From an optimization exercise on the open Yosys and OpenROAD flow, aimed at small area and a short achievable clock period; shortcuts taken in it are not production practice. Where RTL was checked, it was by simulation tests only, not by an equivalence proof against the original. No activity file was given, so power comes from the tool's default toggle rates.

Design bolt_exec, start of the top module:
module bolt_exec (
    input  logic        clk,
    input  logic        rst,      
    input  logic [31:0] instr,    
    input  logic [31:0] rs1,      
    input  logic [31:0] rs2,      
    input  logic [31:0] pc,       
    output logic [31:0] result,   
    output logic [31:0] next_pc,  
    output logic        branch,   
    output logic        reg_wr,   
    output logic        mem_wr,   
    output logic        mem_rd    
);
    logic [6:0] op;
    logic [2:0] f3;
    logic [6:0] f7;
    assign op = instr[6:0];
    assign f3 = instr[14:12];
    assign f7 = instr[31:25];
    logic op03, op13, op17, op23, op33, op37, op63, op67, op6f, op1b, op3b;
    assign op03 = (op == 7'h03);
    assign op13 = (op == 7'h13);
    assign op17 = (op == 7'h17);
    assign op23 = (op == 7'h23);
    assign op33 = (op == 7'h33);
    assign op37 = (op == 7'h37);
    assign op63 = (op == 7'h63);
    assign op67 = (op == 7'h67);
    assign op6f = (op == 7'h6F);
    assign op1b = (op == 7'h1B);
    assign op3b = (op == 7'h3B);
    logic i31, f7z, f7s;
    assign i31 = instr[31];
    assign f7z = (f7 == 7'h00);
    assign f7s = (f7 == 7'h20);
    logic use_rs2, is_s, sub;
    assign use_rs2 = op[5] & op[4];
    assign is_s    = ~op[6] & op[5];
    assign sub     = (op[4] & ~f3[2] & f3[1]) | (op[4] & op[5] & instr[30]);
    logic [31:0] bv, bx, ap, ag, sum;
    logic        cout;
    assign bv = use_rs2 ? rs2 : {{20{i31}}, instr[31:25], is_s ? instr[11:7] : instr[24:20]};
    assign bx = bv ^ {32{sub}};
    assign ap = rs1 ^ bx;    
    assign ag = rs1 & bx;    
    logic [31:0] aG;
    pfx_main u_add (.g({ag[31:1], ag[0] | (ap[0] & sub)}), .p(ap), .G(aG));
    assign sum  = ap ^ {aG[30:0], sub};
    assign cout = aG[31];
    logic ltu, lts;          
    assign ltu = ~cout;
    assign lts = ltu ^ rs1[31] ^ bv[31];
    logic [31:0] bxe, bG;
    logic bltu, blts, beq;
    assign bxe  = rs1 ^ rs2;
    pfx_cmp u_cmp (.g(bxe & rs2), .p(~bxe), .G(bG));
    assign bltu = bG[31];
    assign blts = bltu ^ rs1[31] ^ rs2[31];
    assign beq  = ~|bxe;
  ...
Size in the first run: about 2200 cells after synthesis, ~68 flip-flops, roughly 200 I/O pins, ~12000 um2 of cells after synthesis.
clock: 6.5 ns
lec_check: 0
abc_area: 1
cap_margin: 20
core_margin: 2
core_utilization: 40
cts_buf_list: sky130_fd_sc_hd__clkbuf_8
hold_slack_margin: 0
place_density: 0.85
setup_slack_margin: 2.8
slew_margin: 20
buffer_ports_args: -buffer_cell sky130_fd_sc_hd__buf_1
standard.sh (not shown) runs the stock make flow with config.mk's settings and CLKGATE_MAP_FILE= SYNTH_SCRIPT=/design/flow/synth_recipe.tcl, a recipe that flattens the netlist after the stock synthesis.
==> flow/flow/run.sh <==
#!/bin/bash
# Layout flow: the standard layout (standard.sh), with two changes to how the
# cells are chosen:
#  - the full and half adder cells are not used, so Yosys does not pre-map adder
#    bits to them and abc maps the whole datapath itself;
#  - the buffer that buffer_ports puts on every input and output port is buf_1.
# Every tool's full output goes to standard.log (make) and the ORFS logs under orfs/logs.
set -euo pipefail
cat >> config.mk <<'CFG'
export DONT_USE_CELLS += sky130_fd_sc_hd__fa_1 sky130_fd_sc_hd__fa_2 sky130_fd_sc_hd__fa_4 sky130_fd_sc_hd__ha_1 sky130_fd_sc_hd__ha_2 sky130_fd_sc_hd__ha_4
export BUFFER_PORTS_ARGS = -buffer_cell sky130_fd_sc_hd__buf_1
CFG
bash standard.sh > standard.log 2>&1
The baseline finished clean.
Rerun with:
--- a/flow/config.mk
+++ b/flow/config.mk
@@ -13,3 +13,3 @@
 export HOLD_SLACK_MARGIN = 0
-export PLACE_DENSITY = 0.85
+export PLACE_DENSITY = 0.75
 export SETUP_SLACK_MARGIN = 2.8
The changed run completed with no timing, DRC or antenna violations. Critical path depth goes up by 2. Hold slack is worse by 0.042 ns. Clock power came out higher by about 4%. Setup slack gets better by 0.10 ns. Global-route usage rises by 2.9 points. Maximum frequency goes up by 2.7%. Core utilization goes down by 0.66 points. Wire length went up by 5.6%. Power is lower by 0.80%.
Rerun with:
--- a/flow/config.mk
+++ b/flow/config.mk
@@ -12,2 +12,3 @@
 export CTS_BUF_LIST = sky130_fd_sc_hd__clkbuf_8
+export GPL_ROUTABILITY_DRIVEN = 0
 export HOLD_SLACK_MARGIN = 0
Result:
- sequential cell count is unchanged
- non-clock buffer count falls by 6
- final area goes up by 0.40%
- synthesized cell count does not change
- sequential share of layout area hardly moves
- area after synthesis does not change

* * *

bolt_exec again, from the RTL that the note above started with.
Settings: LEC_CHECK=0, ABC_AREA=1, CAP_MARGIN=20, CORE_MARGIN=2, CORE_UTILIZATION=40, CTS_BUF_LIST=sky130_fd_sc_hd__clkbuf_8, HOLD_SLACK_MARGIN=0, SETUP_SLACK_MARGIN=2.8, SLEW_MARGIN=20, BUFFER_PORTS_ARGS=-buffer_cell sky130_fd_sc_hd__buf_1; clock period 6.5 ns.
Scripts as last shown in full above: flow/flow/run.sh
The starting point completed with no timing, DRC or antenna violations.
Rerun with:
--- a/flow/config.mk
+++ b/flow/config.mk
@@ -12 +11,0 @@
-export CTS_BUF_LIST = sky130_fd_sc_hd__clkbuf_8
Setup slack is worse by 0.10 ns.
Synthesized area is unchanged.
Utilization increases by 1.2 points.
Worst hold slack gets worse by 0.0079 ns.
Rerun with:
--- a/flow/config.mk
+++ b/flow/config.mk
@@ -13 +13 @@
-export SETUP_SLACK_MARGIN = 2.8
+export SETUP_SLACK_MARGIN = 2.5
Result: Via count drops by a few percent. Routed wire length drops by a few percent. Worst setup slack is worse by 0.19 ns. Final area drops by a few percent. First-iteration DRC count drops by about a fifth. Die area does not change. Clock power stays flat. Synthesized cell count stays the same.
Rerun with:
--- a/flow/config.mk
+++ b/flow/config.mk
@@ -11,0 +12 @@
+export CTS_BUF_LIST = sky130_fd_sc_hd__clkbuf_8
@@ -13 +14 @@
-export SETUP_SLACK_MARGIN = 2.5
+export SETUP_SLACK_MARGIN = 2.9
After rerunning:
- The new run completed with no timing, DRC or antenna violations
- hold slack improves by 0.0087 ns
- register-to-register slack loses 0.05 ns
- power stays flat
- worst setup slack is better by 0.29 ns
- clock skew does not change
- flip-flop and latch count stays the same

* * *

run 1:
Another version of the RTL of bolt_exec (not shown whole).
For scale: about 68 flip-flops, ~200 I/O pins.
Settings: LEC_CHECK=0, ABC_AREA=1, CAP_MARGIN=20, CORE_MARGIN=2, CORE_UTILIZATION=40, HOLD_SLACK_MARGIN=0, SETUP_SLACK_MARGIN=2.8, SLEW_MARGIN=20, BUFFER_PORTS_ARGS=-buffer_cell sky130_fd_sc_hd__buf_1; clock period 6.5 ns.
==> flow/flow/run.sh <==
#!/bin/bash
# Layout flow: the standard layout (standard.sh), with these changes to how the
# cells are chosen:
#  - the full and half adder cells are not used, so Yosys does not pre-map adder
#    bits to them and abc maps the whole datapath itself;
#  - the weakest (_0) variants of a few gates are not used either;
#  - the buffer that buffer_ports puts on every input and output port is buf_1.
# Every tool's full output goes to standard.log (make) and the ORFS logs under orfs/logs.
set -euo pipefail
cat >> config.mk <<'CFG'
export DONT_USE_CELLS += sky130_fd_sc_hd__fa_1 sky130_fd_sc_hd__fa_2 sky130_fd_sc_hd__fa_4 sky130_fd_sc_hd__ha_1 sky130_fd_sc_hd__ha_2 sky130_fd_sc_hd__ha_4 sky130_fd_sc_hd__a2111oi_0 sky130_fd_sc_hd__a21boi_0 sky130_fd_sc_hd__and2_0 sky130_fd_sc_hd__o21ai_0 sky130_fd_sc_hd__o311ai_0 sky130_fd_sc_hd__or2_0
export BUFFER_PORTS_ARGS = -buffer_cell sky130_fd_sc_hd__buf_1
CFG
bash standard.sh > standard.log 2>&1
What run 2 does differently from run 1 at the input level:
==> flow/flow/run.sh <==
#!/bin/bash
# Layout flow: the standard layout (standard.sh), with two changes to how the
# cells are chosen:
#  - the full and half adder cells are not used, so Yosys does not pre-map adder
#    bits to them and abc maps the whole datapath itself;
#  - the buffer that buffer_ports puts on every input and output port is buf_1.
# Every tool's full output goes to standard.log (make) and the ORFS logs under orfs/logs.
set -euo pipefail
cat >> config.mk <<'CFG'
export DONT_USE_CELLS += sky130_fd_sc_hd__fa_1 sky130_fd_sc_hd__fa_2 sky130_fd_sc_hd__fa_4 sky130_fd_sc_hd__ha_1 sky130_fd_sc_hd__ha_2 sky130_fd_sc_hd__ha_4
export BUFFER_PORTS_ARGS = -buffer_cell sky130_fd_sc_hd__buf_1
CFG
bash standard.sh > standard.log 2>&1
--- a/flow/config.mk
+++ b/flow/config.mk
@@ -13 +13 @@
-export SETUP_SLACK_MARGIN = 2.8
+export SETUP_SLACK_MARGIN = 2.5
@@ -15 +15 @@
-export DONT_USE_CELLS += sky130_fd_sc_hd__fa_1 sky130_fd_sc_hd__fa_2 sky130_fd_sc_hd__fa_4 sky130_fd_sc_hd__ha_1 sky130_fd_sc_hd__ha_2 sky130_fd_sc_hd__ha_4 sky130_fd_sc_hd__a2111oi_0 sky130_fd_sc_hd__a21boi_0 sky130_fd_sc_hd__and2_0 sky130_fd_sc_hd__o21ai_0 sky130_fd_sc_hd__o311ai_0 sky130_fd_sc_hd__or2_0
+export DONT_USE_CELLS += sky130_fd_sc_hd__fa_1 sky130_fd_sc_hd__fa_2 sky130_fd_sc_hd__fa_4 sky130_fd_sc_hd__ha_1 sky130_fd_sc_hd__ha_2 sky130_fd_sc_hd__ha_4
[summary]
Summary — combinational share of power, run 2 relative to run 1: lower, by 4.6 points. Relative to run 1, footprint of the multi-input gates has decreased by 740 µm² in run 2. Per the comparison of run 2 with run 1, mapped cell area roughly the same, non-clock buffer count lower. Of run 2 and run 1, the run reporting the higher met2 usage in global routing was run 1. Against run 1 as the reference, run 2 delivers a higher register fraction of the total cell area. Per the comparison of run 2 with run 1, register-to-register slack now sits lower; die extent in x now sits at about the same level.
Changes in run 3 relative to run 2:
--- a/flow/flow/run.sh
+++ b/flow/flow/run.sh
@@ -6 +6 @@
-#  - the buffer that buffer_ports puts on every input and output port is buf_1.
+#  - the buffer that buffer_ports puts on every input and output port is buf_2.
@@ -11 +11 @@
-export BUFFER_PORTS_ARGS = -buffer_cell sky130_fd_sc_hd__buf_1
+export BUFFER_PORTS_ARGS = -buffer_cell sky130_fd_sc_hd__buf_2
--- a/flow/config.mk
+++ b/flow/config.mk
@@ -13 +13 @@
-export SETUP_SLACK_MARGIN = 2.5
+export SETUP_SLACK_MARGIN = 2.6
@@ -16 +16 @@
-export BUFFER_PORTS_ARGS = -buffer_cell sky130_fd_sc_hd__buf_1
+export BUFFER_PORTS_ARGS = -buffer_cell sky130_fd_sc_hd__buf_2
==> comparison <==
Going from run 2 to run 3, leakage power of the design grew by a little under 10%.
Clock network power went up slightly going from run 2 to run 3.
Any difference in number of cells in the finished layout apart from fillers between run 2 and run 3 is small enough to ignore.
Run 2 consumes less power than run 3.
Run 2 → run 3: fmax increased 3.6%, global routing usage on met1 increased 0.60 points.
Setup changes, run 3 to run 4
--- a/flow/flow/run.sh
+++ b/flow/flow/run.sh
@@ -6 +6 @@
-#  - the buffer that buffer_ports puts on every input and output port is buf_2.
+#  - the buffer that buffer_ports puts on every input and output port is buf_1.
@@ -11 +11 @@
-export BUFFER_PORTS_ARGS = -buffer_cell sky130_fd_sc_hd__buf_2
+export BUFFER_PORTS_ARGS = -buffer_cell sky130_fd_sc_hd__buf_1
--- a/flow/config.mk
+++ b/flow/config.mk
@@ -13 +13 @@
-export SETUP_SLACK_MARGIN = 2.6
+export SETUP_SLACK_MARGIN = 2.8
@@ -16 +16 @@
-export BUFFER_PORTS_ARGS = -buffer_cell sky130_fd_sc_hd__buf_2
+export BUFFER_PORTS_ARGS = -buffer_cell sky130_fd_sc_hd__buf_1
## What came out
Run 4 vs run 3, utilization went up by 4.4 points. Fmax | run 4 vs run 3 | run 4 faster. Run 3 -> run 4: sink count of the clock tree delta 0, exact match. Lower number of fill cells in the layout goes to run 4 over run 3. Comparing run 4 and run 3, the higher power consumption was measured on run 4. Sequential share of layout area was higher in the run labelled run 3. | wire length | lower: run 3 |.
#### Input delta (run 5 over run 4)
--- a/flow/flow/run.sh
+++ b/flow/flow/run.sh
@@ -6 +6 @@
-#  - the buffer that buffer_ports puts on every input and output port is buf_1.
+#  - the buffer that buffer_ports puts on every input and output port is buf_2.
@@ -11 +11 @@
-export BUFFER_PORTS_ARGS = -buffer_cell sky130_fd_sc_hd__buf_1
+export BUFFER_PORTS_ARGS = -buffer_cell sky130_fd_sc_hd__buf_2
--- a/flow/config.mk
+++ b/flow/config.mk
@@ -13 +13 @@
-export SETUP_SLACK_MARGIN = 2.8
+export SETUP_SLACK_MARGIN = 2.0
@@ -16 +16 @@
-export BUFFER_PORTS_ARGS = -buffer_cell sky130_fd_sc_hd__buf_1
+export BUFFER_PORTS_ARGS = -buffer_cell sky130_fd_sc_hd__buf_2
Notes after the runs:
- Cmp run 5 and run 4 / register-to-register slack / higher: run 4
- Between run 5 and run 4, it is run 5 whose core utilization is lower, by 7.1 points.
- Against run 4, run 5 comes in about 2.7% lower on wire length of the first global-routing pass.
- The cell count along the critical path in run 5 was lower than what run 4 gave.
- Run 5 vs run 4: met1 routed wirelength after detailed routing down in run 5
- Higher final worst setup slack goes to run 4 over run 5.
Function was not checked in any run of this note: the RTL went through the layout flow alone.

* * *

RTL: one of the versions met above, not the one the previous note started from.
Size in the first run: roughly 200 I/O pins, about 12000 sq um of cells after synthesis.
==> flow/config.mk <==
export PLATFORM = sky130hd
export DESIGN_NAME = bolt_exec
export DESIGN_NICKNAME = bolt_exec
export VERILOG_FILES = /design/flow/design.v
export SDC_FILE = /design/flow/constraint.sdc
export NUM_CORES = 4
export LEC_CHECK = 0
export ABC_AREA = 1
export CAP_MARGIN = 20
export CORE_MARGIN = 2
export CORE_UTILIZATION = 40
export CTS_BUF_LIST = sky130_fd_sc_hd__clkbuf_8
export HOLD_SLACK_MARGIN = 0
export SETUP_SLACK_MARGIN = 2.6
export SLEW_MARGIN = 20
export DONT_USE_CELLS += sky130_fd_sc_hd__fa_1 sky130_fd_sc_hd__fa_2 sky130_fd_sc_hd__fa_4 sky130_fd_sc_hd__ha_1 sky130_fd_sc_hd__ha_2 sky130_fd_sc_hd__ha_4
export BUFFER_PORTS_ARGS = -buffer_cell sky130_fd_sc_hd__buf_1
==> flow/constraint.sdc <==
create_clock -name core_clock -period 6.5 [get_ports {clk}]
set_input_delay 1.3000 -clock core_clock [delete_from_list [all_inputs] [get_ports {clk}]]
set_output_delay 1.3000 -clock core_clock [all_outputs]
set_load 0.01 [all_outputs]
==> flow/flow/run.sh <==
#!/bin/bash
# Layout flow: the standard layout (standard.sh), with two changes to how the
# cells are chosen:
#  - the full and half adder cells are not used, so Yosys does not pre-map adder
#    bits to them and abc maps the whole datapath itself;
#  - the buffer that buffer_ports puts on every input and output port is buf_1.
# Every tool's full output goes to standard.log (make) and the ORFS logs under orfs/logs.
set -euo pipefail
cat >> config.mk <<'CFG'
export DONT_USE_CELLS += sky130_fd_sc_hd__fa_1 sky130_fd_sc_hd__fa_2 sky130_fd_sc_hd__fa_4 sky130_fd_sc_hd__ha_1 sky130_fd_sc_hd__ha_2 sky130_fd_sc_hd__ha_4
export BUFFER_PORTS_ARGS = -buffer_cell sky130_fd_sc_hd__buf_1
CFG
bash standard.sh > standard.log 2>&1
Rerun with:
--- a/flow/config.mk
+++ b/flow/config.mk
@@ -11 +11 @@
-export CORE_UTILIZATION = 40
+export CORE_UTILIZATION = 50
@@ -14 +14 @@
-export SETUP_SLACK_MARGIN = 2.6
+export SETUP_SLACK_MARGIN = 2.8
After rerunning: The changed run went through all stages and came out clean; count of clock-buffer cells in the layout decreases by 2; register-to-register slack degrades by 30 ps; hold slack got worse by 3.6 ps; area after synthesis is unchanged.
Rerun with:
--- a/flow/flow/run.sh
+++ b/flow/flow/run.sh
@@ -2 +2 @@
-# Layout flow: the standard layout (standard.sh), with two changes to how the
+# Layout flow: the standard layout (standard.sh), with these changes to how the
@@ -5,0 +6 @@
+#  - the weakest (_0) variants of a few gates are not used either;
@@ -10 +11 @@
-export DONT_USE_CELLS += sky130_fd_sc_hd__fa_1 sky130_fd_sc_hd__fa_2 sky130_fd_sc_hd__fa_4 sky130_fd_sc_hd__ha_1 sky130_fd_sc_hd__ha_2 sky130_fd_sc_hd__ha_4
+export DONT_USE_CELLS += sky130_fd_sc_hd__fa_1 sky130_fd_sc_hd__fa_2 sky130_fd_sc_hd__fa_4 sky130_fd_sc_hd__ha_1 sky130_fd_sc_hd__ha_2 sky130_fd_sc_hd__ha_4 sky130_fd_sc_hd__a2111oi_0 sky130_fd_sc_hd__a21boi_0 sky130_fd_sc_hd__and2_0 sky130_fd_sc_hd__o21ai_0 sky130_fd_sc_hd__o311ai_0 sky130_fd_sc_hd__or2_0
--- a/flow/config.mk
+++ b/flow/config.mk
@@ -11 +11 @@
-export CORE_UTILIZATION = 50
+export CORE_UTILIZATION = 40
@@ -16 +16 @@
-export DONT_USE_CELLS += sky130_fd_sc_hd__fa_1 sky130_fd_sc_hd__fa_2 sky130_fd_sc_hd__fa_4 sky130_fd_sc_hd__ha_1 sky130_fd_sc_hd__ha_2 sky130_fd_sc_hd__ha_4
+export DONT_USE_CELLS += sky130_fd_sc_hd__fa_1 sky130_fd_sc_hd__fa_2 sky130_fd_sc_hd__fa_4 sky130_fd_sc_hd__ha_1 sky130_fd_sc_hd__ha_2 sky130_fd_sc_hd__ha_4 sky130_fd_sc_hd__a2111oi_0 sky130_fd_sc_hd__a21boi_0 sky130_fd_sc_hd__and2_0 sky130_fd_sc_hd__o21ai_0 sky130_fd_sc_hd__o311ai_0 sky130_fd_sc_hd__or2_0
Result:
- die area climbs by a quarter to a third
- fmax climbs slightly
- setup slack gets better by 45 ps
- total power climbs by a little under a tenth
- flip-flop and latch count is unchanged
- core utilization drops by 11 points
Rerun with:
==> flow/flow/run.sh (replaced) <==
#!/bin/bash
# Layout flow: the standard layout (standard.sh), with two changes to how the
# cells are chosen:
#  - the full and half adder cells are not used, so Yosys does not pre-map adder
#    bits to them and abc maps the whole datapath itself;
#  - the buffer that buffer_ports puts on every input and output port is buf_1.
# Every tool's full output goes to standard.log (make) and the ORFS logs under orfs/logs.
set -euo pipefail
cat >> config.mk <<'CFG'
export DONT_USE_CELLS += sky130_fd_sc_hd__fa_1 sky130_fd_sc_hd__fa_2 sky130_fd_sc_hd__fa_4 sky130_fd_sc_hd__ha_1 sky130_fd_sc_hd__ha_2 sky130_fd_sc_hd__ha_4
export BUFFER_PORTS_ARGS = -buffer_cell sky130_fd_sc_hd__buf_1
CFG
bash standard.sh > standard.log 2>&1
--- a/flow/config.mk
+++ b/flow/config.mk
@@ -14 +14 @@
-export SETUP_SLACK_MARGIN = 2.8
+export SETUP_SLACK_MARGIN = 3.0
@@ -16 +16 @@
-export DONT_USE_CELLS += sky130_fd_sc_hd__fa_1 sky130_fd_sc_hd__fa_2 sky130_fd_sc_hd__fa_4 sky130_fd_sc_hd__ha_1 sky130_fd_sc_hd__ha_2 sky130_fd_sc_hd__ha_4 sky130_fd_sc_hd__a2111oi_0 sky130_fd_sc_hd__a21boi_0 sky130_fd_sc_hd__and2_0 sky130_fd_sc_hd__o21ai_0 sky130_fd_sc_hd__o311ai_0 sky130_fd_sc_hd__or2_0
+export DONT_USE_CELLS += sky130_fd_sc_hd__fa_1 sky130_fd_sc_hd__fa_2 sky130_fd_sc_hd__fa_4 sky130_fd_sc_hd__ha_1 sky130_fd_sc_hd__ha_2 sky130_fd_sc_hd__ha_4
Result: Routed wire length is higher by 2.4%. Total power is higher by 1.6%. Design area is higher by 5.2%. Synthesized cell count is lower by 1.8%. Via count is higher by 1.2%. Area after synthesis is lower by 1.7%. Hold slack improved by 27 ps.
Rerun with:
--- a/flow/config.mk
+++ b/flow/config.mk
@@ -14 +14 @@
-export SETUP_SLACK_MARGIN = 3.0
+export SETUP_SLACK_MARGIN = 2.8
@@ -15,0 +16 @@
+export TNS_END_PERCENT = 20
The new run completed with no timing, DRC or antenna violations.
Die area is unchanged.
Setup slack gets worse by 130 ps.
Register-to-register slack gets better by 20 ps.
Sequential share of layout area climbs by 0.87 points.

==> afterwards: timing with drivers on the ports <==
In the flow no input, the clock included, has a driving cell. The finished layouts below were timed again as built, in two steps. Step 1 (the two cells are an assumption about what drives the block):
set clk [get_ports {clk}]
set_driving_cell -lib_cell sky130_fd_sc_hd__clkbuf_16 $clk
set_driving_cell -lib_cell sky130_fd_sc_hd__buf_2 [delete_from_list [all_inputs] $clk]
Step 2 also shifts input and output timing later by t, the mid clock arrival at the registers, as if the neighbouring blocks saw the same clock. a / b / c = ideal / step 1 / step 2; a / b = the first two.
run	shift t [ns]	slack for setup (ns)	clock arrival spread, ns	worst data-port slew with drivers (ns)
the first run of note 1	0.440	2.719 / 2.739 / 2.300	0.032 / 0.031	0.07
the second run of note 1	0.440	2.820 / 2.840 / 2.401	0.025 / 0.025	0.08
the third run of note 1	0.444	2.604 / 2.617 / 2.174	0.023 / 0.023	0.06
the first run of note 2	0.443	2.837 / 2.863 / 2.420	0.021 / 0.022	0.08
the second run of note 2	0.400	2.736 / 2.762 / 2.362	0.013 / 0.013	0.10
the third run of note 2	0.405	2.545 / 2.567 / 2.162	0.014 / 0.014	0.07
the fourth run of note 2	0.439	2.839 / 2.857 / 2.418	0.019 / 0.020	0.09
run 1	0.408	2.817 / 2.842 / 2.434	0.012 / 0.011	0.06
run 2	0.408	2.523 / 2.540 / 2.132	0.012 / 0.012	0.07
run 3	0.407	2.662 / 2.644 / 2.237	0.015 / 0.015	0.06
run 4	0.403	2.802 / 2.794 / 2.391	0.010 / 0.010	0.06
run 5	0.407	2.175 / 2.196 / 1.789	0.013 / 0.013	0.06
the first run of note 4	0.438	2.655 / 2.673 / 2.236	0.017 / 0.017	0.07
the second run of note 4	0.436	2.821 / 2.835 / 2.399	0.018 / 0.017	0.05
the third run of note 4	0.433	2.866 / 2.877 / 2.443	0.030 / 0.029	0.05
the fourth run of note 4	0.442	2.937 / 2.963 / 2.522	0.023 / 0.023	0.12
the fifth run of note 4	0.440	2.806 / 2.832 / 2.392	0.019 / 0.019	0.08
After both steps setup and hold are still met in every run listed. For the third run of note 1, which loses most, drivers alone change the setup slack by +0.013 ns; drivers and shift together by -0.430 ns.
